This is an optimization exercise on Yosys and OpenROAD, whose aim is small area and a short achievable clock period, not a production implementation. Where RTL was checked, it was by simulation tests only, not by an equivalence proof against the original. Function not checked in runs 1, 2 and 4: the RTL went through the layout flow alone. No activity file was given, so power comes from the tool's default toggle rates.

--- config.mk ---
export PLATFORM = sky130hd
export DESIGN_NAME = lab4_2
export DESIGN_NICKNAME = lab4_2
export VERILOG_FILES = /design/flow/design.v
export SDC_FILE = /design/flow/constraint.sdc
export NUM_CORES = 4
export LEC_CHECK = 0
export CAP_MARGIN = 20
export CORE_MARGIN = 2
export CORE_UTILIZATION = 40
export SLEW_MARGIN = 20
--- constraint.sdc ---
create_clock -name core_clock -period 13.0 [get_ports {CLK}]
set_input_delay 2.6000 -clock core_clock [delete_from_list [all_inputs] [get_ports {CLK}]]
set_output_delay 2.6000 -clock core_clock [all_outputs]
set_load 0.01 [all_outputs]
--- design.v ---
`timescale 1ns / 1ps
module lab4_2(
  input [1:0] mode,
  input [2:0] n_gasoline_pumps,
  input [2:0] n_diesel_pumps,
  input [3:0] fuel_amount,
  input fuel_type,
  input CLK,
  input rst,
  output [0:5] pump_status,
  output is_gasoline_queue_not_full,
  output is_diesel_queue_not_full,
  output [3:0] n_cars_in_gasoline_queue,
  output [3:0] n_cars_in_diesel_queue,
  output [7:0] total_gasoline_needed,
  output [7:0] total_diesel_needed,
  output reg invalid_gasoline_car,
  output reg invalid_diesel_car,
  output reg invalid_setup_params
);
reg [5:0] gas;           
reg [5:0] dsl;           
reg g_none, d_none;      
reg [5:0] idle;          
reg [2:0] rem [0:5];     
wire [3:0] cg, cd;       
wire [7:0] tg, td;       
integer j;
wire set_up = gas[0] | dsl[0];
wire [5:0] inuse = gas | dsl;
assign n_cars_in_gasoline_queue = cg | {4{g_none}};
assign n_cars_in_diesel_queue   = cd | {4{d_none}};
assign total_gasoline_needed    = tg | {8{g_none}};
assign total_diesel_needed      = td | {8{d_none}};
assign is_gasoline_queue_not_full = ~g_none & ~cg[3];
assign is_diesel_queue_not_full   = ~d_none & ~cd[3];
genvar gj;
generate for (gj = 0; gj < 6; gj = gj + 1) begin : ps
  assign pump_status[gj] = idle[gj] & inuse[gj];
end endgenerate
wire proc = ~mode[1];    
wire amt_ok = fuel_amount[3] ? (fuel_amount[2:0] == 3'd0) : (fuel_amount[2:0] != 3'd0);
wire [2:0] amt = fuel_amount[2:0];
wire vg0 = mode[0] & ~fuel_type & amt_ok & ~g_none;
wire vd0 = mode[0] &  fuel_type & amt_ok & ~d_none;
wire [5:0] busy = ~idle & inuse;
wire [3:0] setup_sum = {1'b0, n_gasoline_pumps} + {1'b0, n_diesel_pumps};
wire valid_setup = (setup_sum != 4'd0) && (setup_sum <= 4'd6);
wire do_setup = mode[1] & valid_setup;
reg [5:0] gas_new, use_new;
always @* begin
  for (j = 0; j < 6; j = j + 1) begin
    gas_new[j] = (n_gasoline_pumps > j);
    use_new[j] = (setup_sum > j);
  end
end
wire [5:0] tq_g, tq_d, tn_g, tn_d;
wire [17:0] hg, hd;
wire acc_g, acc_d;
lab4_2_fuel fuel_g (
  .CLK(CLK), .proc(proc), .clear(do_setup), .take_m(idle & gas),
  .busy_m(~idle & gas), .v(vg0), .amount(fuel_amount),
  .tq(tq_g), .tn(tn_g), .h(hg), .acc(acc_g), .cnt(cg), .total(tg));
lab4_2_fuel fuel_d (
  .CLK(CLK), .proc(proc), .clear(do_setup), .take_m(idle & dsl),
  .busy_m(~idle & dsl), .v(vd0), .amount(fuel_amount),
  .tq(tq_d), .tn(tn_d), .h(hd), .acc(acc_d), .cnt(cd), .total(td));
always @(posedge CLK) begin
  if (rst) begin
    gas <= 0;
    dsl <= 0;
    g_none <= 1;
    d_none <= 1;
    invalid_gasoline_car <= 0;
    invalid_diesel_car <= 0;
    invalid_setup_params <= 0;
  end else if (mode[1]) begin
    invalid_gasoline_car <= 0;
    invalid_diesel_car <= 0;
    invalid_setup_params <= ~valid_setup;
    if (valid_setup) begin
      gas <= gas_new;
      dsl <= use_new & ~gas_new;
      g_none <= (n_gasoline_pumps == 3'd0);
      d_none <= (n_diesel_pumps == 3'd0);
    end
  end else begin
    if (set_up) begin
      if (!mode[0]) invalid_setup_params <= 0;
      invalid_gasoline_car <= mode[0] & ~fuel_type & ~acc_g;
      invalid_diesel_car   <= mode[0] &  fuel_type & ~acc_d;
    end else if (mode[0]) begin
      invalid_gasoline_car <= 0;
      invalid_diesel_car <= 0;
    end
  end
end
reg [5:0] idle_run;
reg [2:0] rem_run [0:5];
always @* begin
  for (j = 0; j < 6; j = j + 1) begin
    if (busy[j]) begin
      idle_run[j] = (rem[j] == 3'd1);
      rem_run[j] = rem[j] - 3'd1;
    end else begin
      idle_run[j] = idle[j] & ~(tq_g[j] | tq_d[j] | tn_g[j] | tn_d[j]);
      rem_run[j] = tq_g[j] ? hg[3*j +: 3] : tq_d[j] ? hd[3*j +: 3] : amt;
    end
  end
end
always @(posedge CLK) begin
  for (j = 0; j < 6; j = j + 1) begin
    if (proc) begin
      idle[j] <= idle_run[j];
      rem[j] <= rem_run[j];
    end else if (do_setup) idle[j] <= 1'b1;
  end
end
endmodule
module lab4_2_fuel (
  input CLK,
  input proc,                
  input clear,               
  input [5:0] take_m,        
  input [5:0] busy_m,        
  input v,                   
  input [3:0] amount,
  output reg [5:0] tq,       
  output reg [5:0] tn,       
  output reg [17:0] h,       
  output acc,                
  output reg [3:0] cnt,
  output reg [7:0] total
);
reg [2:0] q [0:7];
integer j, k;
reg [5:0] t;
reg [2:0] l [0:5];
reg [6:0] seen;
always @* begin
  for (k = 0; k < 6; k = k + 1) begin
    t[k] = (cnt > k);
    l[k] = q[k];
  end
  seen[0] = 1'b0;
  for (j = 0; j < 6; j = j + 1) begin
    tq[j] = take_m[j] & t[0];
    h[3*j +: 3] = l[0];
    seen[j + 1] = seen[j] | (take_m[j] & ~t[0]);
    if (take_m[j]) begin
      t = {1'b0, t[5:1]};
      for (k = 0; k < 5; k = k + 1) l[k] = l[k + 1];
    end
  end
end
wire none_left = seen[6];    
always @* begin
  for (j = 0; j < 6; j = j + 1) tn[j] = take_m[j] & ~tq[j] & ~seen[j] & v;
end
function [6:0] cnt6(input [5:0] m);
  reg [3:0] a, b;
  integer x, y;
  begin
    a = {m[0] & m[1] & m[2],
         (m[0] & m[1] & ~m[2]) | (m[0] & ~m[1] & m[2]) | (~m[0] & m[1] & m[2]),
         (m[0] & ~m[1] & ~m[2]) | (~m[0] & m[1] & ~m[2]) | (~m[0] & ~m[1] & m[2]),
         ~m[0] & ~m[1] & ~m[2]};
    b = {m[3] & m[4] & m[5],
         (m[3] & m[4] & ~m[5]) | (m[3] & ~m[4] & m[5]) | (~m[3] & m[4] & m[5]),
         (m[3] & ~m[4] & ~m[5]) | (~m[3] & m[4] & ~m[5]) | (~m[3] & ~m[4] & m[5]),
         ~m[3] & ~m[4] & ~m[5]};
    cnt6 = 7'd0;
    for (x = 0; x < 4; x = x + 1)
      for (y = 0; y < 4; y = y + 1)
        cnt6[x + y] = cnt6[x + y] | (a[x] & b[y]);
  end
endfunction
wire [6:0] n_oh = cnt6(take_m);
wire [6:0] nb_oh = cnt6(busy_m);
wire [2:0] n = {n_oh[4] | n_oh[5] | n_oh[6], n_oh[2] | n_oh[3] | n_oh[6], n_oh[1] | n_oh[3] | n_oh[5]};
wire full = cnt[3] & n_oh[0];
assign acc = v & ~full;
wire enq = acc & ~none_left;
wire [3:0] left = cnt - n;      
wire [3:0] left1 = left + 4'd1;
reg [2:0] a [0:7];
reg [2:0] b [0:7];
reg [2:0] c [0:7];
always @* begin
  for (k = 0; k < 8; k = k + 1) a[k] = (n[0] && k < 7) ? q[k + 1] : q[k];
  for (k = 0; k < 8; k = k + 1) b[k] = (n[1] && k < 6) ? a[k + 2] : a[k];
  for (k = 0; k < 8; k = k + 1) c[k] = (n[2] && k < 4) ? b[k + 4] : b[k];
end
reg [7:0] base;
always @* begin
  base = total;
  for (k = 1; k < 7; k = k + 1)
    if (nb_oh[k]) base = total - k;
end
wire [4:0] slo = {1'b0, base[3:0]} + {1'b0, amount};
wire [3:0] bhi_p1 = base[7:4] + 4'd1;
wire [7:0] with_car = {slo[4] ? bhi_p1 : base[7:4], slo[3:0]};
always @(posedge CLK) begin
  if (proc) begin
    for (k = 0; k < 8; k = k + 1)
      q[k] <= (none_left || k >= left) ? amount[2:0] : c[k];
    cnt <= enq ? (none_left ? 4'd1 : left1) : (none_left ? 4'd0 : left);
    total <= acc ? with_car : base;
  end else if (clear) begin
    cnt <= 4'd0;
    total <= 8'd0;
  end
end
endmodule
--- run.sh ---
#!/bin/bash
# synth_recipe.tcl (not shown) runs the flow's synth.tcl, then flattens the netlist and writes it again
# the make line also repeats each setting of config.mk as NAME=value (left out here)
make -C /OpenROAD-flow-scripts/flow DESIGN_CONFIG=/design/flow/config.mk WORK_HOME=/design/flow/orfs CLKGATE_MAP_FILE= SYNTH_SCRIPT=/design/flow/synth_recipe.tcl finish
==> results of run 1 <==
==> kinds of logic after synthesis <==
group	synth area share, %
and+or+nand+nor	21.0
adders and majority gates	7.18
DFF	27.8
AOI/OAI and AO/OA	25.8
xor gates and xnor gates	4.34
buffers and inverters	5.95
muxes	7.90
==> stage by stage <==
step | cells | worst slack (ns) | hold slack (ns) | cell area [sq um] | total power [mW]
4_1_cts | 1780 | 7.55 | 0.528 | 12800 | 2.49
6_report | 1780 | 7.51 | 0.542 | 12800 | 2.49
3_3_place_gp | 1749 | 7.15 | 0.515 | 12200 | 1.98
3_5_place_dp | 1749 | 7.12 | 0.517 | 12200 | 2.00
2_1_floorplan | 1388 | 7.85 | 0.488 | 11600 | 1.68
5_1_grt | 1780 | 7.23 | 0.543 | 12800 | 2.67
==> layout make-up <==
cell class	count	area [sq um]	share of cell area, %
multi-input cells	1123	7700	60.1
flip-flops and latches	113	3220	25.2
repair buffers	59	566	4.41
well taps	384	480	3.75
clock buffers	18	429	3.35
inverters	70	263	2.05
clock inverters	13	145	1.13
==> sequential cells by signal, summed over array words and instances (netlist names), 4 cells and up <==
register	flops
dsl	6
fuel_d.cnt	4
fuel_d.q	24
fuel_d.total	8
fuel_g.cnt	4
fuel_g.q	24
fuel_g.total	8
gas	6
idle	6
rem	18
==> power by group <==
group / switching, mW / internal, mW / total [mW]
registers: 0.170 / 0.585 / 0.755
clock network: 0.180 / 0.297 / 0.476
logic: 0.728 / 0.532 / 1.26
==> layer usage <==
layer | up-vias | part of all wire, %
li1 | 5086 | -
met1 | 5051 | 47
met2 | 317 | 46
met3 | 52 | 4.4
met4 | 0 | 2.5
met5 | - | 0
==> cells in the final DEF, fill, tap and decap left out, types with 33 or more instances in the layout <==
| cell | synthesis | layout |
|---|---|---|
| edfxtp_1 | 96 | 96 |
| mux2i_1 | 63 | 63 |
| ha_1 | 57 | 57 |
| inv_1 | 69 | 68 |
| nand2_1 | 151 | 151 |
| nor2_1 | 148 | 148 |
| o21ai_0 | 98 | 97 |
| clkdlybuf4s50_1 | 0 | 49 |
| nor3_1 | 33 | 33 |
| a21oi_1 | 86 | 86 |
==> critical path, cell delays in order <==
cell             delay (ns)
clkdlybuf4s50_1        0.39
buf_4                  0.22
nor3_1                 0.26
xnor2_1                0.15
nand2_1                0.09
nor3b_1                0.63
nand2_1                0.49
a21oi_1                0.47
and4bb_1               0.27
mux2i_1                0.07
==> worst max path at each step <==
stage	endpoint	startpoint
finish	fuel_d.total[7]$_SDFFCE_PP0P_	fuel_amount[1]
global route	fuel_d.total[7]$_SDFFCE_PP0P_	fuel_amount[0]
CTS	fuel_d.total[7]$_SDFFCE_PP0P_	fuel_amount[0]
detailed placement	fuel_d.total[7]$_SDFFCE_PP0P_	fuel_amount[0]
global placement	fuel_d.total[7]$_SDFFCE_PP0P_	fuel_amount[1]
floorplan	idle[1]$_SDFFCE_PP1P_	mode[1]
==> notes.md, run 1 <==
top cells by area, synth=edfxtp_1 25%, ha_1 6.1%, mux2i_1 5.4%; worst path arrival time=~5.7 ns; Die ar.=between 0.03 and 0.04 sq mm; Util after Layout=44.8%; Final nets=1,461; latest clock arrival within the worst-skew pair=around 0.42 ns; Initial Util=about two fifths; RSZ-0062 raised after global routing=no; Yosys top cell area share=about a quarter; HP Class=reg -> reg; syn avg cell area=8.36 sq um; DR WL/cell=~19 microns; post-CTS sizing=0; largest net degree at the start of global routing=~60; register area share after synthesis=27.8%; met3 Track Usage GR=approximately 2.2%; area leader, netlist=edfxtp_1; TritonCTS Buffers=17; Post-synth EDFFs=between 90 and 100; gr busiest metal=met2; Die Height=~170 microns; worst r2r dst=fuel_d.q[6][1]$_DFFE_PN_; timing-limited maximum frequency=182 MHz; Vias/cell=roughly 6; Clock Skew=about 0.0099 ns; Pins Over Slew Limit=0; post-CTS setup buffers=0; Worst EP required=approximately 13 ns; Residual DRC=0; met2 Track Usage GR=35.9%; initial antenna violation count=0; Sum Neg Setup Slack=0 ns; asr flop ratio synth=0%; RR Startpoint=idle[0]$_SDFFCE_PP1P_; Root Buffer=clkbuf_16; vias in the first global route=roughly 10,000; Yosys reg bits=approximately 110; met1 usage=approximately 30%; Horiz. Die Dim=~170 microns; number of cell rows=62; Post-Syn Nets=approximately 1,500; ys flop type=edfxtp_1; Worst setup SP type=primary input; drt pass-1 iters=6; Placer Congestion=0.893; P&R area growth vs syn=10.4%; power density cells=a little under 200 mW/mm^2; hold-fix buffers at CTS=0; GR Overflow Total=0; # setup viols final=0; Worst-Margin Slew=0.973 ns; final hold vios=0; core area=around 0.029 sq mm; CTS max path bufs=2; Synth Instances=around 1,400; Pleak=approximately 5.0 nW; io pins=50; top-count cell post-synth=nand2_1; Post-Syn Area=roughly 0.012 sq mm; total track usage=a little over a fifth; final WL=between 30,000 and 40,000 microns; fin crit share=42.2%; antenna fix cells=0; share of cells above drive strength 1=between 10% and 20%; Max IR drop VDD=approximately 0.000094 V; antenna viol nets, final=0; critical path class=in -> reg; clock sink total=between 100 and 150; Post-synth top cells=151 x nand2_1, 148 x nor2_1, 98 x o21ai_0; Worst Hold Path Cells=2; H-tree lvl count=4; Yosys cell types=between 100 and 150; vias post-DR=around 11,000; status=complete, no violations; Hold Path Origin=invalid_setup_params$_SDFFE_PP0P_; CP Capture Type=register; r2r worst-path depth=14; WHS Endpoint=invalid_setup_params$_SDFFE_PP0P_; Tmin final=around 5.5 ns; total of max-cap violations=0; initial DRC count=1,176; Fill cells=2,792; crit-path max FO=15; global-route wire length before repair=roughly 54,000 microns; Rel. slew slack=about a third; CTS tree=yes; Port-buffer cells=between 40 and 50; HPWL after detailed placement=~24,000 microns; clock slew at reported path FFs=~0.060 ns; Yosys warning total=9; Reg2Reg Setup Slack=7.86 ns
==> run 2, diff against run 1 <==
==> flow/run.sh (new file) <==
#!/bin/bash
# Own layout flow: the standard flow, with two changes:
#  - synthesis maps with an area-oriented ABC script (flow/area.abc) instead
#    of ORFS's speed script; everything else in synthesis is the standard flow's
#    synth_recipe.tcl unchanged (same registers, names and cell types);
#  - the timing repair steps aim for a setup slack margin (SETUP_MARGIN below)
#    so that the critical paths get sized up after the area-oriented mapping.
# Each tool's full output goes to a log file in this folder.
set -euo pipefail
here=$(pwd)
SETUP_MARGIN=${SETUP_MARGIN:-8}
{
  echo "proc abc {args} {"
  echo "  set i [lsearch -exact \$args -script]"
  echo "  if {\$i >= 0} { set args [lreplace \$args [expr {\$i + 1}] [expr {\$i + 1}] $here/flow/area.abc] }"
  echo "  yosys abc {*}\$args"
  echo "}"
  cat synth_recipe.tcl
} > own_synth.tcl
bash standard.sh SYNTH_SCRIPT=$here/own_synth.tcl SETUP_SLACK_MARGIN=$SETUP_MARGIN finish > flow_make.log 2>&1
cp -r orfs/logs/*/*/base orfs_logs 2>/dev/null || true
==> flow/area.abc (new file) <==
strash
ifraig
scorr
dc2
strash
&get -n
&dch -f
&nf -R 1000
&put
buffer -c
topo
stime -c
upsize -c
dnsize -c
==> standard.sh (new file) <==
#!/bin/bash
# synth_recipe.tcl (not shown) runs the flow's synth.tcl, then flattens the netlist and writes it again
# the make line also repeats each setting of config.mk as NAME=value (left out here)
make -C /OpenROAD-flow-scripts/flow DESIGN_CONFIG=/design/flow/config.mk WORK_HOME=/design/flow/orfs CLKGATE_MAP_FILE= SYNTH_SCRIPT=/design/flow/synth_recipe.tcl "${@:-finish}"
removed: run.sh
==> notes.md, run 2 <==
Rel. slew slack=between 30% and 40%; initial DRC count=roughly 1,200; latest clock arrival within the worst-skew pair=0.43 ns; setup ws final=8.16 ns; Yosys cell types=88; final WL=approximately 32,000 microns; Port-buffer cells=approximately 50; io pins=50; hold-fix buffers at CTS=0; crit-path max FO=14; RR Startpoint=idle[2]$_SDFFCE_PP1P_; Pins Over Slew Limit=0; clock slew at reported path FFs=around 0.06 ns; drt pass-1 iters=17; total track usage=a little under a quarter; Max IR drop VDD=roughly 0.00014 V; Yosys warning total=9; Yosys reg bits=113; DR WL/cell=approximately 19 microns; Vias/cell=around 5.9; Final nets=roughly 1,400; asr flop ratio synth=0%; Post-synth top cells=154 x nand2_1, 148 x nor2_1, 130 x a21oi_1; WHS Endpoint=invalid_setup_params$_SDFFE_PP0P_; Post-synth EDFFs=96; Post-Syn Area=0.0107 sq mm; Reg2Reg Setup Slack=~8.3 ns; global-route wire length before repair=about 51,000 microns; r2r worst-path depth=17; Synth Instances=1,310; top cells by area, synth=edfxtp_1 27%, mux2i_1 6.9%, ha_1 6.7%; vias in the first global route=9,153; Tmin final=roughly 4.8 ns; Yosys top cell area share=a little over a quarter; initial antenna violation count=0; H-tree lvl count=4; fin crit share=between 30 and 40%; most frequent cells in the layout=151 x nand2_1, 145 x nor2_1, 130 x a21oi_1; RSZ-0062 raised after global routing=no; core area=0.0261 sq mm; Worst EP required=13.17 ns; number of cell rows=59; area leader, netlist=edfxtp_1; Initial Util=40.8%; register area share after synthesis=30.2%; Placer Congestion=between 0.8 and 0.9; top-count cell post-synth=nand2_1; Worst Hold Path Cells=2; Pleak=just under 5 nW; hold_ws=roughly 0.52 ns; Setup WS pre-CTS=7.08 ns; clock sink total=around 110; power density cells=213 mW/mm^2; timing-limited maximum frequency=207 MHz; HP Class=reg -> reg; Post-Syn Nets=approximately 1,400; vias post-DR=approximately 10,000; worst path arrival time=5.01 ns; CP Capture Type=register; Root Buffer=clkbuf_16; syn avg cell area=roughly 8.1 sq um; worst r2r dst=fuel_d.q[1][2]$_DFFE_PP_; Die Height=~170 microns; TritonCTS Buffers=17; status=complete, no violations; Sum Neg Setup Slack=0 ns; post-route cell area=roughly 0.012 sq mm; DP Area=around 0.011 sq mm; Worst-Margin Slew=between 0.9 and 1 ns; total of max-cap violations=0; # setup viols final=0; critical path class=in -> reg; Residual DRC=0; most common cell after layout, fill and taps aside=nand2_1; top flop regs=fuel_d.q (24), fuel_g.q (24), rem (18); Hold Path Origin=invalid_setup_params$_SDFFE_PP0P_; ys flop type=edfxtp_1; Worst setup SP type=primary input; CTS max path bufs=2; antenna viol nets, final=0; final hold vios=0; Horiz. Die Dim=about 170 microns; largest net degree at the start of global routing=61; HPWL after detailed placement=~24,000 microns; GR Overflow Total=0; P&R area growth vs syn=14.1%; share of cells above drive strength 1=between 10% and 20%; Clock Skew=roughly 0.01 ns; antenna fix cells=0; Die ar.=0.0280 sq mm; CTS tree=yes
==> run 2: changes by cell type after synthesis, moves of 7 or more <==
cell      previous run  this run
nand2b_1            19        11
o221ai_1            19         5
mux2i_1             63        74
mux2_2              23        12
and3_1              11         3
buf_2               23         9
a21oi_1             86       130
xor2_1              11        24
nand3_1             30        19
inv_1               69        55
nand4_1             10         3
buf_6               10         2
o211ai_1            21         7
xnor2_1             34        23
==> run 2: cell families (layout without fill, tap and decap cells) <==
family	Yosys count	in the layout	synth area share, %
muxes	88	88	8.47
buffers and inverters	115	162	4.47
and+or+nand+nor	480	480	21.4
DFF	113	113	30.2
xor gates and xnor gates	48	48	4.01
adders and majority gates	62	62	7.63
AOI/OAI and AO/OA	404	404	23.8
==> run 2: worst max path at each step <==
| stage | from | to | slack, ns | cells after the start |
|---|---|---|---|---|
| after floorplan | fuel_amount[0] | fuel_g.total[4]$_SDFFCE_PP0P_ | 8.03 | 10 |
| after global placement | fuel_amount[2] | fuel_g.total[7]$_SDFFCE_PP0P_ | 7.14 | 10 |
| after detailed placement | fuel_amount[2] | fuel_g.total[7]$_SDFFCE_PP0P_ | 7.08 | 10 |
| after CTS | idle[3]$_SDFFCE_PP1P_ | fuel_g.q[2][1]$_DFFE_PN_ | 8.02 | 17 |
| after global routing | n_gasoline_pumps[0] | dsl[0]$_SDFFE_PP0P_ | 7.97 | 10 |
| final | fuel_amount[0] | fuel_g.total[7]$_SDFFCE_PP0P_ | 8.16 | 11 |
==> run 2: routing by layer <==
metal,vias to the layer above,track usage [%],wire length [microns]
li1,4846,-,-
met1,4649,33.0,15100
met2,380,35.3,14500
met3,55,3.17,1960
met4,0,8.13,834
met5,-,0,0
==> run 2: what timing repair did <==
action	in CTS	in global routing
cloned	0	0
setup endpoints to repair	69	99
gates resized for setup	11	18
pin swaps	1	2
buffers inserted	2	13
==> run 2: per-stage QoR <==
step	power, mW	util, %	cells
floorplan	1.69	-	1310
global placement	2.04	43.5	1645
detailed placement	2.05	43.5	1645
CTS	2.54	45.9	1679
global route	2.77	46.6	1692
finish	2.59	46.6	1692
==> run 2: power breakdown <==
part / internal (mW) / leakage, nW / total, mW / switching [mW]
clock network: 0.285 / 0.273 / 0.479 / 0.195
logic: 0.536 / 3.49 / 1.36 / 0.823
registers: 0.596 / 1.09 / 0.755 / 0.158
==> run 2: final cells by class <==
class                           count  area [sq um]
Clock inverter                     14           160
Tap cell                          335           419
Fill cell                        2571         14000
Inverter                           60           229
Clock buffer                       18           429
Timing Repair Buffer               70           661
Sequential cell                   113          3220
Multi-Input combinational cell   1082          7050
==> run 2: worst max-delay path, stage by stage <==
cell	delay [ns]
clkdlybuf4s50_1	0.47
buf_6	0.20
nor3_2	0.07
xor2_1	0.16
or4b_4	0.60
a21oi_1	0.15
buf_4	0.22
o21a_1	0.19
nand4_1	0.13
o21ai_1	0.15
a21oi_1	0.06
==> run 3, diff against run 2 <==
--- a/design.v
+++ b/design.v
@@ -191,15 +191,16 @@
   for (k = 0; k < 8; k = k + 1) b[k] = (n[1] && k < 6) ? a[k + 2] : a[k];
   for (k = 0; k < 8; k = k + 1) c[k] = (n[2] && k < 4) ? b[k + 4] : b[k];
 end
-reg [7:0] base;
-always @* begin
-  base = total;
-  for (k = 1; k < 7; k = k + 1)
-    if (nb_oh[k]) base = total - k;
-end
-wire [4:0] slo = {1'b0, base[3:0]} + {1'b0, amount};
-wire [3:0] bhi_p1 = base[7:4] + 4'd1;
-wire [7:0] with_car = {slo[4] ? bhi_p1 : base[7:4], slo[3:0]};
+wire [2:0] nb = {nb_oh[4] | nb_oh[5] | nb_oh[6], nb_oh[2] | nb_oh[3] | nb_oh[6], nb_oh[1] | nb_oh[3] | nb_oh[5]};
+wire [3:0] p = {1'b0, total[2:0]} - {1'b0, nb};           
+wire [4:0] sw = {p[3], p} + {2'b0, amount[2:0]};            
+wire [4:0] thi = total[7:3];
+wire [4:0] thi_m1 = thi - 5'd1;
+wire [4:0] thi_p1 = thi + 5'd1;
+wire up_w = (sw[4:3] == 2'b01) | ((sw[4:3] == 2'b00) & amount[3]);
+wire dn_w = (sw[4:3] == 2'b11) & ~amount[3];
+wire [7:0] with_car = {up_w ? thi_p1 : dn_w ? thi_m1 : thi, sw[2:0]};
+wire [7:0] base = {p[3] ? thi_m1 : thi, p[2:0]};
 always @(posedge CLK) begin
   if (proc) begin
     for (k = 0; k < 8; k = k + 1)
==> flow/run.sh (replaced) <==
#!/bin/bash
# Own layout flow: the standard flow (standard.sh), with three changes:
#  - synthesis maps with an area-oriented ABC script (flow/area.abc) instead
#    of ORFS's speed script; everything else in synthesis is the standard flow's
#    synth_recipe.tcl unchanged (same registers, names and cell types);
#  - Yosys's full-adder extraction is left out (ADDER_MAP_FILE empty), so ABC
#    maps the adders along with the rest of the logic;
#  - the timing repair steps aim for a setup slack margin (SETUP_MARGIN) so
#    that the critical paths get sized up after the area-oriented mapping.
# Each tool's full output goes to a log file in this folder.
set -euo pipefail
here=$(pwd)
SETUP_MARGIN=${SETUP_MARGIN:-8.5}
{
  echo "proc abc {args} {"
  echo "  set i [lsearch -exact \$args -script]"
  echo "  if {\$i >= 0} { set args [lreplace \$args [expr {\$i + 1}] [expr {\$i + 1}] $here/flow/area.abc] }"
  echo "  yosys abc {*}\$args"
  echo "}"
  cat synth_recipe.tcl
} > own_synth.tcl
bash standard.sh SYNTH_SCRIPT=$here/own_synth.tcl ADDER_MAP_FILE= SETUP_SLACK_MARGIN=$SETUP_MARGIN finish > flow_make.log 2>&1
==> flow/area.abc (replaced) <==
strash
ifraig
scorr
dc2
strash
&get -n
&dch -f
&nf -R 1000
&put
==> notes.md, run 3 <==
Post-synth EDFFs=96; largest net degree at the start of global routing=between 50 and 60; Post-synth top cells=155 x nor2_1, 135 x nand2_1, 101 x o21ai_0; H-tree lvl count=4; met2 Track Usage GR=about two fifths; Vias/cell=between 6 and 7; CTS tree=yes; HP Class=reg -> reg; initial DRC count=roughly 930; P&R area growth vs syn=25.2%; Tmin final=between 4 and 5 ns; most frequent cells in the layout=138 x nor2_1, 125 x nand2_1, 96 x edfxtp_1; Synth Instances=1,074; Final Instance Count excl. Fillers=about 1,500; Die Height=between 150 and 200 microns; Port-buffer cells=slightly below 50; timing-limited maximum frequency=around 220 MHz; CTS max path bufs=2; met3 Track Usage GR=4.39%; total track usage=about a quarter; Sum Neg Setup Slack=0 ns; hold-fix buffers at CTS=0; power density cells=~200 mW/mm^2; Yosys reg bits=about 110; Clock Skew=about 0.015 ns; Final nets=between 1,000 and 1,500; final hold vios=0; total of max-cap violations=0; fin crit share=roughly a third; hold_ws=approximately 0.51 ns; number of cell rows=54; top flop regs=fuel_d.q (24), fuel_g.q (24), rem (18); Residual DRC=0; Pins Over Slew Limit=0; TritonCTS Buffers=17; Die ar.=roughly 0.024 sq mm; Yosys top cell area share=approximately a third; CP Capture Type=output pin; io pins=50; crit-path max FO=18; GR Overflow Total=0; syn avg cell area=around 8.3 sq um; Rel. slew slack=around 34%; Root Buffer=clkbuf_16; Initial Util=roughly two fifths; Yosys cell types=44; Yosys warning total=9; top-count cell post-synth=nor2_1; final WL=approximately 30,000 microns; vias in the first global route=roughly 8,400; core area=0.0219 sq mm; HPWL after detailed placement=20,400 microns; share of cells above drive strength 1=between 10% and 20%; total power draw=about 2.2 mW; register area share after synthesis=36.1%; Worst-Margin Slew=0.985 ns; Max IR drop VDD=roughly 0.000097 V; drt pass-1 iters=5; met1 usage=between 30% and 40%; clock sink total=around 110; RSZ-0062 raised after global routing=yes; Post-Syn Area=roughly 0.009 sq mm; worst path arrival time=about 1.9 ns; critical path class=reg -> out; vias post-DR=8,982; initial antenna violation count=0; ys flop type=edfxtp_1; gr busiest metal=met2; Horiz. Die Dim=153 microns; status=complete, no violations; DR WL/cell=20.0 microns; Placer Congestion=0.930; antenna fix cells=0; antenna viol nets, final=0; area leader, netlist=edfxtp_1; clock slew at reported path FFs=~0.060 ns; Post-Syn Nets=roughly 1,100; Placed Instances=between 1,000 and 1,500; top cells by area, synth=edfxtp_1 32%, mux2i_1 9.0%, nor2_1 6.5%; # setup viols final=0; asr flop ratio synth=0%; Worst setup SP type=register; Worst EP required=~10 ns; Pleak=between 4 and 5 nW; latest clock arrival within the worst-skew pair=0.43 ns; global-route wire length before repair=roughly 46,000 microns; most common cell after layout, fill and taps aside=nor2_1
==> run 3: layout make-up <==
| cell class | instances | area (sq um) |
|---|---|---|
| Fill cell | 2108 | 10700 |
| Multi-Input combinational cell | 952 | 6030 |
| Clock buffer | 20 | 437 |
| Clock inverter | 12 | 213 |
| Inverter | 10 | 51.3 |
| Timing Repair Buffer | 87 | 875 |
| Tap cell | 280 | 350 |
| Sequential cell | 113 | 3230 |
==> run 3: final timing paths <==
path                                                         from                           endpoint  slack [ns]  cells past startpoint
worst min-delay path            invalid_setup_params$_SDFFE_PP0P_  invalid_setup_params$_SDFFE_PP0P_        0.51                      2
worst max-delay path                        idle[1]$_SDFFCE_PP1P_                     pump_status[1]        8.55                      4
worst max register to register              idle[3]$_SDFFCE_PP1P_      fuel_g.total[6]$_SDFFCE_PP0P_        8.71                     16
worst min register to register  invalid_setup_params$_SDFFE_PP0P_  invalid_setup_params$_SDFFE_PP0P_        0.51                      2
==> run 3: where the power goes <==
group	leakage, nW	internal (mW)	switching [mW]
registers	1.08	0.552	0.116
clock network	0.309	0.357	0.176
logic	2.74	0.378	0.608
total	4.13	1.29	0.900
==> run 3: cell families after synthesis <==
kind of cell	after synthesis	share of synthesized area, %
and+or+nand+nor	454	22.9
AOI/OAI and AO/OA	328	22.2
DFF	113	36.1
muxes	100	11.5
xor gates and xnor gates	56	5.49
adders and majority gates	13	1.46
buffers and inverters	10	0.420
==> run 3: metal layers <==
layer  vias to the layer above  share of wire, %
li1                       4295                 -
met1                      4303                46
met2                       349                46
met3                        35               6.3
met4                         0               1.9
met5                         -                 0
==> run 3: worst max-delay path, stage by stage (launching register included) <==
cell and delay, ns:
edfxtp_1 0.43, buf_4 0.18, nand2_4 0.18, nand2_1 0.14, clkdlybuf4s50_1 0.50
==> run 3: timing repair <==
item	CTS	global route
setup buffers	17	6
gates cloned	2	1
pin swaps	6	2
gates resized for setup	67	61
endpoints found under the setup margin	123	95
endpoints found under the hold margin	0	0
==> run 3: stage by stage <==
| step | utilization, % | setup WS [ns] | instance area, sq um |
|---|---|---|---|
| after global routing | 51.1 | 8.46 | 11200 |
| after floorplan | - | 8.51 | 8970 |
| after CTS | 49.9 | 8.48 | 10900 |
| after global placement | 45.3 | 7.17 | 9910 |
| after detailed placement | 45.3 | 7.10 | 9910 |
| final | 51.1 | 8.55 | 11200 |
==> run 4, diff against run 3 <==
--- a/design.v
+++ b/design.v
@@ -21,7 +21,7 @@
 reg [5:0] gas;           
 reg [5:0] dsl;           
 reg g_none, d_none;      
-reg [5:0] idle;          
+reg [5:0] st;            
 reg [2:0] rem [0:5];     
 wire [3:0] cg, cd;       
 wire [7:0] tg, td;       
@@ -36,14 +36,14 @@
 assign is_diesel_queue_not_full   = ~d_none & ~cd[3];
 genvar gj;
 generate for (gj = 0; gj < 6; gj = gj + 1) begin : ps
-  assign pump_status[gj] = idle[gj] & inuse[gj];
+  assign pump_status[gj] = st[gj];
 end endgenerate
 wire proc = ~mode[1];    
 wire amt_ok = fuel_amount[3] ? (fuel_amount[2:0] == 3'd0) : (fuel_amount[2:0] != 3'd0);
 wire [2:0] amt = fuel_amount[2:0];
 wire vg0 = mode[0] & ~fuel_type & amt_ok & ~g_none;
 wire vd0 = mode[0] &  fuel_type & amt_ok & ~d_none;
-wire [5:0] busy = ~idle & inuse;
+wire [5:0] busy = ~st & inuse;
 wire [3:0] setup_sum = {1'b0, n_gasoline_pumps} + {1'b0, n_diesel_pumps};
 wire valid_setup = (setup_sum != 4'd0) && (setup_sum <= 4'd6);
 wire do_setup = mode[1] & valid_setup;
@@ -58,12 +58,12 @@
 wire [17:0] hg, hd;
 wire acc_g, acc_d;
 lab4_2_fuel fuel_g (
-  .CLK(CLK), .proc(proc), .clear(do_setup), .take_m(idle & gas),
-  .busy_m(~idle & gas), .v(vg0), .amount(fuel_amount),
+  .CLK(CLK), .proc(proc), .clear(do_setup), .take_m(st & gas),
+  .busy_m(~st & gas), .v(vg0), .amount(fuel_amount),
   .tq(tq_g), .tn(tn_g), .h(hg), .acc(acc_g), .cnt(cg), .total(tg));
 lab4_2_fuel fuel_d (
-  .CLK(CLK), .proc(proc), .clear(do_setup), .take_m(idle & dsl),
-  .busy_m(~idle & dsl), .v(vd0), .amount(fuel_amount),
+  .CLK(CLK), .proc(proc), .clear(do_setup), .take_m(st & dsl),
+  .busy_m(~st & dsl), .v(vd0), .amount(fuel_amount),
   .tq(tq_d), .tn(tn_d), .h(hd), .acc(acc_d), .cnt(cd), .total(td));
 always @(posedge CLK) begin
   if (rst) begin
@@ -95,26 +95,25 @@
     end
   end
 end
-reg [5:0] idle_run;
+reg [5:0] st_run;
 reg [2:0] rem_run [0:5];
 always @* begin
   for (j = 0; j < 6; j = j + 1) begin
     if (busy[j]) begin
-      idle_run[j] = (rem[j] == 3'd1);
+      st_run[j] = (rem[j] == 3'd1);
       rem_run[j] = rem[j] - 3'd1;
     end else begin
-      idle_run[j] = idle[j] & ~(tq_g[j] | tq_d[j] | tn_g[j] | tn_d[j]);
+      st_run[j] = st[j] & ~(tq_g[j] | tq_d[j] | tn_g[j] | tn_d[j]);
       rem_run[j] = tq_g[j] ? hg[3*j +: 3] : tq_d[j] ? hd[3*j +: 3] : amt;
     end
   end
 end
 always @(posedge CLK) begin
-  for (j = 0; j < 6; j = j + 1) begin
-    if (proc) begin
-      idle[j] <= idle_run[j];
-      rem[j] <= rem_run[j];
-    end else if (do_setup) idle[j] <= 1'b1;
-  end
+  if (rst) st <= 6'd0;
+  else if (proc) st <= st_run;
+  else if (do_setup) st <= use_new;
+  for (j = 0; j < 6; j = j + 1)
+    if (proc) rem[j] <= rem_run[j];
 end
 endmodule
 module lab4_2_fuel (
@@ -130,9 +129,11 @@
   output reg [17:0] h,       
   output acc,                
   output reg [3:0] cnt,
-  output reg [7:0] total
+  output [7:0] total
 );
 reg [2:0] q [0:7];
+reg [6:0] tot;           
+assign total = {1'b0, tot};
 integer j, k;
 reg [5:0] t;
 reg [2:0] l [0:5];
@@ -177,8 +178,8 @@
 endfunction
 wire [6:0] n_oh = cnt6(take_m);
 wire [6:0] nb_oh = cnt6(busy_m);
-wire [2:0] n = {n_oh[4] | n_oh[5] | n_oh[6], n_oh[2] | n_oh[3] | n_oh[6], n_oh[1] | n_oh[3] | n_oh[5]};
-wire full = cnt[3] & n_oh[0];
+wire [2:0] n = {2'b0, take_m[0]} + take_m[1] + take_m[2] + take_m[3] + take_m[4] + take_m[5];
+wire full = cnt[3] & (take_m == 6'd0);
 assign acc = v & ~full;
 wire enq = acc & ~none_left;
 wire [3:0] left = cnt - n;      
@@ -191,25 +192,25 @@
   for (k = 0; k < 8; k = k + 1) b[k] = (n[1] && k < 6) ? a[k + 2] : a[k];
   for (k = 0; k < 8; k = k + 1) c[k] = (n[2] && k < 4) ? b[k + 4] : b[k];
 end
-wire [2:0] nb = {nb_oh[4] | nb_oh[5] | nb_oh[6], nb_oh[2] | nb_oh[3] | nb_oh[6], nb_oh[1] | nb_oh[3] | nb_oh[5]};
-wire [3:0] p = {1'b0, total[2:0]} - {1'b0, nb};           
+wire [2:0] nb = {2'b0, busy_m[0]} + busy_m[1] + busy_m[2] + busy_m[3] + busy_m[4] + busy_m[5];
+wire [3:0] p = {1'b0, tot[2:0]} - {1'b0, nb};             
 wire [4:0] sw = {p[3], p} + {2'b0, amount[2:0]};            
-wire [4:0] thi = total[7:3];
-wire [4:0] thi_m1 = thi - 5'd1;
-wire [4:0] thi_p1 = thi + 5'd1;
+wire [3:0] thi = tot[6:3];
+wire [3:0] thi_m1 = thi - 4'd1;
+wire [3:0] thi_p1 = thi + 4'd1;
 wire up_w = (sw[4:3] == 2'b01) | ((sw[4:3] == 2'b00) & amount[3]);
 wire dn_w = (sw[4:3] == 2'b11) & ~amount[3];
-wire [7:0] with_car = {up_w ? thi_p1 : dn_w ? thi_m1 : thi, sw[2:0]};
-wire [7:0] base = {p[3] ? thi_m1 : thi, p[2:0]};
+wire [6:0] with_car = {up_w ? thi_p1 : dn_w ? thi_m1 : thi, sw[2:0]};
+wire [6:0] base = {p[3] ? thi_m1 : thi, p[2:0]};
 always @(posedge CLK) begin
   if (proc) begin
     for (k = 0; k < 8; k = k + 1)
       q[k] <= (none_left || k >= left) ? amount[2:0] : c[k];
     cnt <= enq ? (none_left ? 4'd1 : left1) : (none_left ? 4'd0 : left);
-    total <= acc ? with_car : base;
+    tot <= acc ? with_car : base;
   end else if (clear) begin
     cnt <= 4'd0;
-    total <= 8'd0;
+    tot <= 7'd0;
   end
 end
 endmodule
--- a/flow/run.sh
+++ b/flow/run.sh
@@ -5,12 +5,14 @@
 #    synth_recipe.tcl unchanged (same registers, names and cell types);
 #  - Yosys's full-adder extraction is left out (ADDER_MAP_FILE empty), so ABC
 #    maps the adders along with the rest of the logic;
+#  - ports are buffered with buf_2 cells, and timing repair may resize
+#    cells across footprints (MATCH_CELL_FOOTPRINT 0);
 #  - the timing repair steps aim for a setup slack margin (SETUP_MARGIN) so
 #    that the critical paths get sized up after the area-oriented mapping.
 # Each tool's full output goes to a log file in this folder.
 set -euo pipefail
 here=$(pwd)
-SETUP_MARGIN=${SETUP_MARGIN:-8.5}
+SETUP_MARGIN=${SETUP_MARGIN:-9}
 {
   echo "proc abc {args} {"
   echo "  set i [lsearch -exact \$args -script]"
@@ -19,4 +21,4 @@
   echo "}"
   cat synth_recipe.tcl
 } > own_synth.tcl
-bash standard.sh SYNTH_SCRIPT=$here/own_synth.tcl ADDER_MAP_FILE= SETUP_SLACK_MARGIN=$SETUP_MARGIN finish > flow_make.log 2>&1
+bash standard.sh SYNTH_SCRIPT=$here/own_synth.tcl ADDER_MAP_FILE= SETUP_SLACK_MARGIN=$SETUP_MARGIN MATCH_CELL_FOOTPRINT=0 "BUFFER_PORTS_ARGS=-inputs -outputs -buffer_cell sky130_fd_sc_hd__buf_2" finish > flow_make.log 2>&1
--- a/config.mk
+++ b/config.mk
@@ -8,4 +8,5 @@
 export CAP_MARGIN = 20
 export CORE_MARGIN = 2
 export CORE_UTILIZATION = 40
+export CTS_BUF_LIST = sky130_fd_sc_hd__clkbuf_4 sky130_fd_sc_hd__clkbuf_8
 export SLEW_MARGIN = 20
==> notes.md, run 4 <==
fin crit share=33.4%; register area share after synthesis=between 30% and 40%; most frequent cells in the layout=126 x nand2_1, 121 x nor2_1, 92 x o21ai_0, 92 x a21oi_1, 88 x edfxtp_1; Final Instance Count excl. Fillers=between 1,000 and 1,500; largest net degree at the start of global routing=61; largest family of logic cells by synthesized area=simple AND/OR/NAND/NOR gates; Root Buffer=clkbuf_8; total track usage=25.3%; TritonCTS Buffers=9; Synth Instances=approximately 1,000; CTS max path bufs=2; setup ws final=between 8 and 9 ns; final hold vios=0; final WL=between 20,000 and 30,000 microns; Post-synth EDFFs=a little under 90; Post-Syn Nets=1,064; share of cells above drive strength 1=26.1%; Yosys reg bits=111; total of max-cap violations=0; top-count cell post-synth=nand2_1; adder-cell area share of the yosys netlist=1.72%; P&R area growth vs syn=30.3%; asr flop ratio synth=0%; Yosys warning total=9; core area=between 0.02 and 0.025 sq mm; Final nets=about 1,200; Tmin final=~4.3 ns; drt pass-1 iters=5; power density cells=between 100 and 150 mW/mm^2; HP Class=reg -> reg; total power draw=roughly 1.4 mW; HPWL after detailed placement=~20,000 microns; Initial Util=40.3%; multiplexer area fraction after synthesis=approximately 12%; Sum Neg Setup Slack=0 ns; Synth Area in Simple Gates=between 20% and 30%; DR WL/cell=between 15 and 20 microns; Clock Skew=between 0.01 and 0.015 ns; Post-synth top cells=143 x nand2_1, 140 x nor2_1, 119 x o21ai_0; Residual DRC=0; Max IR drop VDD=0.000151 V; latest clock arrival within the worst-skew pair=~0.4 ns; syn avg cell area=8.31 sq um; Die Height=around 150 microns; critical path class=in -> reg; Setup WS pre-CTS=about 7.6 ns; hold_ws=0.532 ns; Vias/cell=around 5.8; hold-fix buffers at CTS=0; RSZ-0062 raised after global routing=yes; worst path arrival time=4.64 ns; Worst-Margin Slew=0.803 ns; vias in the first global route=7,740; Yosys top cell area share=between 30% and 40%; Pins Over Slew Limit=0; clock sink total=about 110; Rel. slew slack=between 40% and 50%; clock slew at reported path FFs=around 0.12 ns; initial DRC count=roughly 770; top cells by area, synth=edfxtp_1 30%, mux2i_1 8.6%, o21ai_0 6.8%; Yosys cell types=between 40 and 50; Pleak=~4.0 nW; Horiz. Die Dim=between 150 and 200 microns; antenna viol nets, final=0; initial antenna violation count=0; # setup viols final=0; Port-buffer cells=49; crit-path max FO=3; DP Area=0.00971 sq mm; timing-limited maximum frequency=about 230 MHz; Worst setup SP type=primary input; Util after Layout=52.5%; Placed Instances=roughly 1,400; ys flop type=edfxtp_1; Worst EP required=between 10 and 15 ns; Post-Syn Area=0.00871 sq mm; Die ar.=0.0230 sq mm; status=complete, no violations; H-tree lvl count=3; number of cell rows=between 50 and 60; Placer Congestion=0.886; CTS tree=yes; global-route wire length before repair=~44,000 microns; CP Capture Type=register; antenna fix cells=0; top flop regs=fuel_d.q (24), fuel_g.q (24), rem (18); post-synthesis compound-gate area fraction=between 20% and 30%; GR Overflow Total=0; post-route cell area=roughly 0.011 sq mm; vias post-DR=8,622; XOR/XNOR Fraction of Synth Area=under 10%; most common cell after layout, fill and taps aside=nand2_1; area leader, netlist=edfxtp_1; io pins=50
-- run 4: changes by cell type in the layout (fill, tap and decap cells not counted), moves of 14 or more --
cell / delta
buf_2: +44
buf_4: +48
clkbuf_16: -14
clkdlybuf4s50_1: -43
nor2_1: -17
nor3_1: -23
o21ai_2: +14
o22ai_1: -22
-- run 4: timing repair --
action,4_1_cts,5_1_grt
cloned,3,1
endpoints found under the setup margin,139,111
resized for setup,71,105
buffers inserted,29,59
pin swaps,24,47
-- run 4: logic make-up (layout without fill, tap and decap cells) --
group | count (synthesis) | after routing
AO/OA/AOI/OAI | 318 | 318
XOR/XNOR | 65 | 65
adder cells (fa/ha/maj) | 15 | 15
buffers and inverters | 15 | 173
flip-flops | 111 | 111
multiplexers | 105 | 105
AND/OR/NAND/NOR | 420 | 421
-- run 4: critical path: stages --
cell	delay (ns)
buf_16	0.11
nor3_4	0.21
xor2_2	0.09
buf_4	0.15
nor3_4	0.18
nand2_2	0.12
a211oi_4	0.28
o21ai_2	0.10
nor3_2	0.17
a31oi_1	0.06
nand3_1	0.14
o31ai_2	0.08
a221oi_1	0.26
nor2_1	0.06
-- run 4: area by class of cell --
type                       count  area (sq um)
sequential                   111          3130
tap                          280           350
fill                        2038         10300
multi-input combinational    924          6460
inverter                      13          56.3
clock inverter                 7          55.1
clock buffer                   9           124
timing repair buffer         144          1180
-- run 4: routing by layer --
layer  vias up  GRT usage, %  part of all wire [%]
li1       4173             -                     -
met1      4148          35.9                    45
met2       259          39.9                    47
met3        42          4.43                   6.1
met4         0          6.48                   2.0
met5         -             0                     0
-- run 4: power by group --
group | leakage, nW | switching, mW | total (mW) | internal (mW)
sequential | 1.06 | 0.0637 | 0.527 | 0.463
combinational | 2.89 | 0.356 | 0.643 | 0.286
clock | 0.0935 | 0.139 | 0.211 | 0.0725
-- run 4: worst paths after layout --
check	slack (ns)	depth (start not counted)	startpoint	end
worst max-delay path	8.65	14	fuel_amount[2]	st[4]$_SDFFE_PP0P_
worst min-delay path	0.53	2	invalid_setup_params$_SDFFE_PP0P_	invalid_setup_params$_SDFFE_PP0P_
worst max register to register	8.92	18	st[0]$_SDFFE_PP0P_	fuel_d.q[0][2]$_DFFE_PP_
worst min register to register	0.53	2	invalid_setup_params$_SDFFE_PP0P_	invalid_setup_params$_SDFFE_PP0P_
==> run 5, diff against run 4 <==
--- a/design.v
+++ b/design.v
@@ -101,7 +101,7 @@
   for (j = 0; j < 6; j = j + 1) begin
     if (busy[j]) begin
       st_run[j] = (rem[j] == 3'd1);
-      rem_run[j] = rem[j] - 3'd1;
+      rem_run[j] = rem[j] - {2'b0, proc};    
     end else begin
       st_run[j] = st[j] & ~(tq_g[j] | tq_d[j] | tn_g[j] | tn_d[j]);
       rem_run[j] = tq_g[j] ? hg[3*j +: 3] : tq_d[j] ? hd[3*j +: 3] : amt;
@@ -113,7 +113,7 @@
   else if (proc) st <= st_run;
   else if (do_setup) st <= use_new;
   for (j = 0; j < 6; j = j + 1)
-    if (proc) rem[j] <= rem_run[j];
+    rem[j] <= rem_run[j];      
 end
 endmodule
 module lab4_2_fuel (
==> notes.md, run 5 <==
Die ar.=around 0.023 sq mm; initial DRC count=approximately 600; Post-Syn Nets=approximately 1,100; Yosys reg bits=approximately 110; global-route wire length before repair=44,000 microns; final WL=28,600 microns; crit path launch=fuel_amount[1]; fin crit share=between 30% and 40%; P&R area growth vs syn=23.4%; Root Buffer=clkbuf_8; HP Class=reg -> reg; core area=about 0.021 sq mm; CTS max path bufs=2; HPWL after detailed placement=around 19,000 microns; Synth Area in Simple Gates=about 22%; Setup WS pre-CTS=between 7 and 8 ns; share of cells above drive strength 1=about a fifth; drt pass-1 iters=5; multiplexer area fraction after synthesis=11.7%; WHS Endpoint=invalid_setup_params$_SDFFE_PP0P_; power density cells=131 mW/mm^2; Port-buffer cells=roughly 50; asr flop ratio synth=0%; Placed Instances=~1,400; Yosys warning total=9; Rel. slew slack=26.5%; Initial Util=between 40 and 50%; clock sink total=about 110; Horiz. Die Dim=between 150 and 200 microns; io pins=50; XOR/XNOR Fraction of Synth Area=about 6.9%; setup ws final=8.50 ns; clock group share of total power=15.8%; Worst-Margin Slew=roughly 1.1 ns; Pins Over Slew Limit=0; sw frac=about two fifths; RSZ-0062 raised after global routing=yes; Logic pwr share=about 45%; timing-limited maximum frequency=222 MHz; initial antenna violation count=0; register area share after synthesis=~34%; vias post-DR=between 8,000 and 9,000; clock slew at reported path FFs=between 0.1 and 0.15 ns; post-route cell area=0.0105 sq mm; Seq pwr share=39.3%; Max IR drop VDD=between 0.00005 and 0.00006 V; CTS tree=yes; largest net degree at the start of global routing=53; status=complete, no violations; Post-Syn Area=about 0.0085 sq mm; Vias/cell=about 6; Die Height=~150 microns; Fill cells=slightly above 2,000; Pleak=approximately 3.9 nW; Sum Neg Setup Slack=0 ns; number of cell rows=between 50 and 60; critical path class=in -> reg; CP Capture Type=register; r2r worst-path depth=12; TritonCTS Buffers=9; Reg2Reg Setup Slack=roughly 9 ns; hold-fix buffers at CTS=0; Final nets=about 1,200; Post-synth top cells=140 x nand2_1, 140 x nor2_1, 124 x a21oi_1; hold_ws=0.520 ns; Worst EP required=between 10 and 15 ns; crit-path max FO=3; area leader, netlist=edfxtp_1; ys flop type=edfxtp_1; DR WL/cell=just under 20 microns; Int Pwr=slightly above 800 uW; Yosys cell types=49; switching power=about 560 uW; total of max-cap violations=0; final hold vios=0; vias in the first global route=~8,000; worst r2r dst=fuel_g.q[0][0]$_DFFE_PP_; top cells by area, synth=edfxtp_1 25%, dfxtp_1 9.6%, mux2i_1 9.4%; adder-cell area share of the yosys netlist=about 1.8%; Worst Hold Path Cells=2; Tmin final=4.50 ns; # setup viols final=0; DP Area=around 0.0094 sq mm; latest clock arrival within the worst-skew pair=0.40 ns; Residual DRC=0; syn avg cell area=about 8 sq um; total track usage=around 25%; Yosys top cell area share=24.6%; worst path arrival time=roughly 4.8 ns; Placer Congestion=0.935; top flop regs=fuel_d.q (24), fuel_g.q (24), rem (18); most common cell after layout, fill and taps aside=nor2_1; RR Startpoint=st[3]$_SDFFE_PP0P_; Worst setup SP type=primary input; Post-synth EDFFs=70; Hold Path Origin=invalid_setup_params$_SDFFE_PP0P_; GR Overflow Total=0; antenna fix cells=0; most frequent cells in the layout=125 x nor2_1, 124 x nand2_1, 115 x a21oi_1; largest family of logic cells by synthesized area=compound AO/OA/AOI/OAI gates; Clock Skew=between 0.015 and 0.02 ns; post-synthesis compound-gate area fraction=22.5%; Final Instance Count excl. Fillers=1,453; antenna viol nets, final=0; Synth Instances=approximately 1,100; H-tree lvl count=3
-- run 5: cell count changes after synthesis, moves of 11 or more --
| cell | change |
|---|---|
| mux2_1 | -12 |
| nor3_1 | +11 |
| a21oi_1 | +17 |
| dfxtp_1 | +18 |
| edfxtp_1 | -18 |
-- run 5: repair_timing --
| item | 4_1_cts | 5_1_grt |
|---|---|---|
| endpoints found under the setup margin | 138 | 112 |
| cloned | 4 | 0 |
| gates resized for setup | 82 | 56 |
| pin swaps | 21 | 15 |
| setup buffers | 33 | 11 |
-- run 5: final cells by class --
class | count | area, sq um | share of cell area [%]
multi-input combinational | 940 | 6230 | 59.1
inverter | 10 | 52.6 | 0.498
clock inverter | 7 | 72.6 | 0.688
sequential | 111 | 2940 | 27.9
timing repair buffer | 101 | 778 | 7.38
tap | 275 | 344 | 3.26
clock buffer | 9 | 124 | 1.17
-- run 5: cell families (layout without fill, tap and decap cells) --
kind of cell | Yosys count | after routing
buffers and inverters | 12 | 127
adders and majority gates | 15 | 15
DFF | 111 | 111
and+or+nand+nor | 425 | 427
muxes | 98 | 98
xor gates and xnor gates | 67 | 67
AOI/OAI and AO/OA | 333 | 333
-- run 5: worst max path at each step --
stage | endpoint | slack, ns
after detailed placement | st[4]$_SDFFE_PP0P_ | 7.93
after global routing | st[5]$_SDFFE_PP0P_ | 8.38
after floorplan | st[5]$_SDFFE_PP0P_ | 8.62
after global placement | st[4]$_SDFFE_PP0P_ | 7.98
final | st[3]$_SDFFE_PP0P_ | 8.50
after CTS | st[5]$_SDFFE_PP0P_ | 8.58
-- run 5: power groups by stage --
stage | clock network (mW) | registers [mW] | logic [mW]
after detailed placement | 0 | 0.547 | 0.537
after floorplan | 0 | 0.520 | 0.420
final | 0.218 | 0.541 | 0.617
after global routing | 0.236 | 0.549 | 0.680
after CTS | 0.224 | 0.538 | 0.591
after global placement | 0 | 0.547 | 0.534
-- run 5: critical path, stage by stage --
cell and delay [ns]:
buf_12 0.10, buf_12 0.12, nor3_4 0.20, xor2_2 0.13, or3_4 0.38, a221oi_4 0.22, nand2_2 0.12, buf_4 0.15
buf_6 0.11, buf_6 0.10, o211ai_1 0.17, nand2_1 0.07, a31oi_1 0.20, a21oi_1 0.10
-- run 5: stage by stage --
| step | total power, mW | utilization [%] |
|---|---|---|
| floorplan | 0.939 | - |
| global placement | 1.08 | 44.9 |
| detailed placement | 1.08 | 44.9 |
| CTS | 1.35 | 48.7 |
| global route | 1.47 | 50.2 |
| finish | 1.38 | 50.2 |
-- run 5: metal layers --
metal	global-route usage (%)	vias to the layer above	wire, microns
met3	2.94	49	1910
met4	9.01	0	855
li1	-	4147	-
met5	0	-	0
met1	35.6	4175	12900
met2	39.8	321	12900
==> run 6, diff against run 5 <==
--- a/flow/run.sh
+++ b/flow/run.sh
@@ -12,7 +12,7 @@
 # Each tool's full output goes to a log file in this folder.
 set -euo pipefail
 here=$(pwd)
-SETUP_MARGIN=${SETUP_MARGIN:-9}
+SETUP_MARGIN=${SETUP_MARGIN:-8}
 {
   echo "proc abc {args} {"
   echo "  set i [lsearch -exact \$args -script]"
==> notes.md, run 6 <==
HP Class=reg -> reg; Yosys top cell area share=between 20% and 30%; Horiz. Die Dim=between 150 and 200 microns; Post-Syn Nets=about 1,100; total track usage=24.1%; P&R area growth vs syn=11.4%; number of cell rows=53; GR Overflow Total=0; hold-fix buffers at CTS=0; clock group share of total power=15.7%; CTS tree=yes; Root Buffer=clkbuf_8; Yosys cell types=49; Pins Over Slew Limit=0; Pleak=3.44 nW; timing-limited maximum frequency=around 210 MHz; Worst setup SP type=primary input; CTS max path bufs=2; ys flop type=edfxtp_1; total of max-cap violations=0; crit-path max FO=26; power density cells=around 130 mW/mm^2; Logic pwr share=41.6%; TritonCTS Buffers=9; Max IR drop VDD=0.0000423 V; total power draw=about 1.3 mW; setup ws final=8.22 ns; global-route wire length before repair=~42,000 microns; clock sink total=around 110; io pins=50; Final Instance Count excl. Fillers=approximately 1,400; crit path launch=fuel_amount[1]; critical path class=in -> reg; Tmin final=approximately 4.8 ns; DP Area=0.00923 sq mm; Final nets=1,146; RR Startpoint=st[1]$_SDFFE_PP0P_; antenna viol nets, final=0; Post-synth top cells=140 x nand2_1, 140 x nor2_1, 124 x a21oi_1; Int Pwr=around 750 uW; latest clock arrival within the worst-skew pair=roughly 0.4 ns; top flop regs=fuel_d.q (24), fuel_g.q (24), rem (18); Seq pwr share=42.7%; Die ar.=between 0.02 and 0.025 sq mm; core area=0.0210 sq mm; post-route cell area=around 0.0095 sq mm; Initial Util=about two fifths; HPWL after detailed placement=between 15,000 and 20,000 microns; Placer Congestion=about 0.88; H-tree lvl count=3; CP Capture Type=register; # setup viols final=0; Vias/cell=roughly 6; Fill cells=2,114; final hold vios=0; area leader, netlist=edfxtp_1; initial antenna violation count=0; Setup WS pre-CTS=7.18 ns; most frequent cells in the layout=136 x nor2_1, 134 x nand2_1, 121 x a21oi_1; RSZ-0062 raised after global routing=yes; status=complete, no violations; share of cells above drive strength 1=a little under a tenth; Rel. slew slack=a little under a third; asr flop ratio synth=0%; syn avg cell area=about 8 sq um; worst path arrival time=between 5 and 6 ns; Sum Neg Setup Slack=0 ns; Clock Skew=between 0.01 and 0.015 ns; DR WL/cell=~19 microns; Yosys warning total=9; drt pass-1 iters=6; fin crit share=a little under two fifths; antenna fix cells=0; initial DRC count=751; Yosys reg bits=111; Post-Syn Area=roughly 0.0085 sq mm; Synth Instances=1,061; most common cell after layout, fill and taps aside=nor2_1; register area share after synthesis=34.2%; sw frac=41.4%; Reg2Reg Setup Slack=between 8 and 9 ns; top cells by area, synth=edfxtp_1 25%, dfxtp_1 9.6%, mux2i_1 9.4%; Worst EP required=13.29 ns; clock slew at reported path FFs=0.11 ns; Hold Path Origin=invalid_setup_params$_SDFFE_PP0P_; Port-buffer cells=between 40 and 50; switching power=526 uW; Post-synth EDFFs=70; largest net degree at the start of global routing=52; Die Height=~150 microns; vias post-DR=8,432; Residual DRC=0; Worst-Margin Slew=just over 1 ns; Placed Instances=1,392; final WL=27,000 microns; vias in the first global route=~7,800
## run 6: cell counts after synthesis
No cell type changed its count.
## run 6: layout make-up
class / count / area, sq um / share of cell area (%)
inverter: 10 / 41.3 / 0.434
sequential: 111 / 2930 / 30.8
clock inverter: 6 / 36.3 / 0.381
clock buffer: 10 / 131 / 1.38
multi-input combinational: 939 / 5710 / 60.0
timing repair buffer: 60 / 328 / 3.44
tap: 275 / 344 / 3.61
## run 6: path summary, 6_finish.rpt
kind              cells after the start                                 to
hold / removal                        2  invalid_setup_params$_SDFFE_PP0P_
setup reg to reg                     17           fuel_d.q[0][0]$_DFFE_PP_
setup / recovery                     14                 st[5]$_SDFFE_PP0P_
hold reg to reg                       2  invalid_setup_params$_SDFFE_PP0P_
## run 6: power groups by stage
stage	Clock (mW)	Sequential [mW]	Combinational (mW)
after floorplan	0	0.518	0.396
after global placement	0	0.547	0.512
after detailed placement	0	0.548	0.514
after CTS	0.203	0.541	0.519
after global routing	0.216	0.552	0.594
final	0.199	0.544	0.530
## run 6: kinds of logic after synthesis
logic type,share of synthesized area (%)
and+or+nand+nor,22.3
AOI/OAI and AO/OA,22.5
DFF,34.2
muxes,11.7
xor gates and xnor gates,6.86
adders and majority gates,1.76
buffers and inverters,0.615
## run 6: what timing repair did
action	4_1_cts	5_1_grt
cloned	1	0
setup endpoints to repair	61	62
setup buffers	2	0
pin swaps	2	0
resized for setup	21	23
## run 6: layer usage
metal | wire [microns] | track usage [%] | vias to the layer above
li1 | - | - | 4055
met1 | 12200 | 33.5 | 3994
met2 | 12100 | 38.3 | 325
met3 | 1780 | 3.18 | 58
met4 | 863 | 9.20 | 0
met5 | 0 | 0 | -
## run 6: worst max-delay path: stages
cell and delay (ns):
buf_2 0.10, buf_4 0.24, nor3_1 0.27, xor2_1 0.14, nor3_2 0.43, nor3b_1 0.31, nor2b_1 0.19, o21ai_0 0.12
nor2_1 0.11, o21ai_0 0.08, nand3_1 0.09, o21ai_0 0.08, a222oi_1 0.24, nor2_1 0.06
## run 6: stage by stage
stage | utilization, % | hold WS [ns]
finish | 45.3 | 0.501
detailed placement | 43.9 | 0.489
global route | 45.3 | 0.537
CTS | 44.9 | 0.505
floorplan | - | 0.465
global placement | 43.9 | 0.491
==> run 7, diff against run 6 <==
--- a/flow/run.sh
+++ b/flow/run.sh
@@ -12,7 +12,7 @@
 # Each tool's full output goes to a log file in this folder.
 set -euo pipefail
 here=$(pwd)
-SETUP_MARGIN=${SETUP_MARGIN:-8}
+SETUP_MARGIN=${SETUP_MARGIN:-8.5}
 {
   echo "proc abc {args} {"
   echo "  set i [lsearch -exact \$args -script]"
--- a/config.mk
+++ b/config.mk
@@ -7,6 +7,7 @@
 export LEC_CHECK = 0
 export CAP_MARGIN = 20
 export CORE_MARGIN = 2
-export CORE_UTILIZATION = 40
+export CORE_UTILIZATION = 55
 export CTS_BUF_LIST = sky130_fd_sc_hd__clkbuf_4 sky130_fd_sc_hd__clkbuf_8
+export CTS_CLUSTER_SIZE = 12
 export SLEW_MARGIN = 20
==> notes.md, run 7 <==
status=complete, no violations; Worst EP required=about 13 ns; Post-Syn Nets=between 1,000 and 1,500; latest clock arrival within the worst-skew pair=about 0.40 ns; final WL=25,600 microns; Post-Syn Area=0.00855 sq mm; initial antenna violation count=0; slowest stage cell, crit path=or3_4; Util after Layout=~64%; CTS max path bufs=2; asr flop ratio synth=0%; post-route cell area=slightly below 0.01 sq mm; Horiz. Die Dim=between 100 and 150 microns; drt pass-1 iters=6; Die ar.=around 0.017 sq mm; fin crit share=34.8%; vias post-DR=about 8,400; # setup viols final=0; share of cells above drive strength 1=a little over an eighth; clock slew at reported path FFs=about 0.10 ns; clock sink total=~110; Setup WS pre-CTS=approximately 7.3 ns; most used cell, CP=nand2_1; hold_ws=0.508 ns; Placed Instances=between 1,000 and 1,500; timing-limited maximum frequency=roughly 220 MHz; Crit path max-delay family=simple AND/OR/NAND/NOR gates; RSZ-0062 raised after global routing=yes; Initial Util=about 56%; critical path class=in -> reg; largest net degree at the start of global routing=52; Post-synth EDFFs=70; Worst-Margin Slew=1.00 ns; CP Capture Type=register; ys flop type=edfxtp_1; total power draw=around 1.3 mW; Final nets=roughly 1,200; CP bufs+invs=2; Die Height=~130 microns; Worst setup SP type=primary input; io pins=50; Residual DRC=0; Reg2Reg Setup Slack=roughly 8.7 ns; crit-path max FO=7; Vias/cell=6.29; most frequent cells in the layout=132 x nand2_1, 132 x nor2_1, 118 x a21oi_1; syn avg cell area=around 8.1 sq um; initial DRC count=between 700 and 800; DP Area=roughly 0.0091 sq mm; total of max-cap violations=0; crit path cell chain=buf_8 > buf_12 > nor3_4 > xor2_2 > or3_4 > a221oi_4 > nand2_1 > a31oi_1 > o21ai_1 > nand2_1 > nand2_1 > nand3_1 > o21ai_1 > a222oi_1 > nor2_1; Yosys warning total=9; Yosys reg bits=approximately 110; DR WL/cell=about 19 microns; Placer Congestion=between 0.9 and 1; register area share after synthesis=34.2%; CTS tree=yes; core area=between 0.015 and 0.02 sq mm; Final Instance Count excl. Fillers=around 1,300; Sum Neg Setup Slack=0 ns; Clock Skew=~0.014 ns; final hold vios=0; Yosys cell types=49; Tmin final=roughly 4.5 ns; Max IR drop VDD=0.000101 V; Largest stage delay, worst path=about 0.38 ns; vias in the first global route=7,478; Pins Over Slew Limit=0; H-tree lvl count=3; antenna fix cells=0; top cells by area, synth=edfxtp_1 25%, dfxtp_1 9.6%, mux2i_1 9.4%; antenna viol nets, final=0; Port-buffer cells=49; Pleak=roughly 3.6 nW; Yosys top cell area share=24.6%; TritonCTS Buffers=9; Post-synth top cells=140 x nand2_1, 140 x nor2_1, 124 x a21oi_1; Rel. slew slack=32.6%; power density cells=around 130 mW/mm^2; P&R area growth vs syn=14.3%; GR Overflow Total=0; Synth Instances=~1,100; top flop regs=fuel_d.q (24), fuel_g.q (24), rem (18); global-route wire length before repair=39,600 microns; HP Class=reg -> reg; setup ws final=~8.5 ns; area leader, netlist=edfxtp_1; HPWL after detailed placement=around 18,000 microns; worst path arrival time=between 4 and 5 ns; Root Buffer=clkbuf_8; total track usage=a little under a third; hold-fix buffers at CTS=0; number of cell rows=45
==> run 7: cell count changes in the layout (fill, tap and decap cells not counted), sizes merged <==
cell	before	now
buf	60	76
inv	1	2
clkbuf	10	11
clkinvlp	3	2
==> run 7: final timing paths <==
check,startpoint,cells past startpoint,end
min,rem[4][1]$_DFF_P_,2,rem[4][1]$_DFF_P_
min reg2reg,rem[4][1]$_DFF_P_,2,rem[4][1]$_DFF_P_
max reg2reg,gas[0]$_SDFFE_PP0P_,14,fuel_g.q[0][0]$_DFFE_PP_
max,fuel_amount[1],15,st[5]$_SDFFE_PP0P_
==> run 7: timing repair <==
action	in CTS	in global routing
buffers inserted	6	15
pin swaps	6	12
endpoints found under the hold margin	0	0
gates resized for setup	48	47
gates cloned	1	1
setup endpoints to repair	109	84
==> run 7: logic make-up after synthesis <==
logic type,synth area share [%]
AND/OR/NAND/NOR,22.3
adder cells (fa/ha/maj),1.76
XOR/XNOR,6.86
AO/OA/AOI/OAI,22.5
multiplexers,11.7
flip-flops,34.2
buffers and inverters,0.615
==> run 7: cell type report <==
class,instances,area (sq um)
Multi-Input combinational cell,939,5870
Sequential cell,111,2940
Fill cell,1376,5430
Clock inverter,6,43.8
Clock buffer,10,131
Tap cell,188,235
Timing Repair Buffer,77,515
Inverter,10,45.0
==> run 7: worst reg2reg max path, cell delays in order (launching register included) <==
cell and delay, ns:
dfxtp_4 0.44, and2_4 0.24, nor2_1 0.08, nor3_1 0.19, nor2_1 0.11, xnor2_1 0.16
maj3_1 0.38, and3_2 0.29, or2_1 0.43, xnor2_1 0.22, xnor2_1 0.47, o21ai_2 0.22
nand2b_4 0.23, o21bai_2 0.28, a21oi_2 0.26
==> run 7: layer usage <==
metal  vias to the layer above  track usage (%)  part of all wire [%]
met5                         -                0                     0
met4                         0             10.6                   2.6
met3                        49             5.07                   7.4
met2                       346             46.1                    44
met1                      3947             44.5                    46
li1                       4095                -                     -
==> run 7: power by group <==
part	switching, mW	internal (mW)	leakage (nW)
Sequential	0.0749	0.464	1.03
Clock	0.123	0.0731	0.0921
Combinational	0.326	0.222	2.51
Total	0.524	0.760	3.63

## static timing again, ports no longer ideal
The flow's constraints put no driver on any port. The routed layouts listed below were extracted and timed again, unchanged, in two steps. Step 1 assumes that a clkbuf_16 drives the clock port and a buf_2 every other input. Step 2 adds t to the input delays and takes it off the output delays; t is the mean of the earliest and latest rising clock arrival at the registers after step 1. Input paths then give back, and output paths get back, about the clock's delay inside the block. Three values: ideal, step 1, step 2; two values: the first two.
| run | t, ns | setup WS [ns] | worst setup path after step 2 | cell pins on the clock port's net |
|---|---|---|---|---|
| run 1 | 0.464 | 7.515 / 7.536 / 7.072 | input to register | 1 |
| run 2 | 0.475 | 8.160 / 8.143 / 7.712 | input to register | 1 |
| run 3 | 0.473 | 8.545 / 8.498 / 8.127 | input to register | 1 |
| run 4 | 0.448 | 8.652 / 8.562 / 8.114 | input to register | 1 |
| run 5 | 0.436 | 8.502 / 8.499 / 8.062 | input to register | 1 |
| run 6 | 0.438 | 8.222 / 8.242 / 7.806 | input to register | 1 |
| run 7 | 0.430 | 8.477 / 8.478 / 8.048 | input to register | 1 |
After both steps every run listed still meets setup and hold. The setup slack of run 4, which loses most, moves by -0.090 ns with the drivers and by -0.538 ns with both steps.
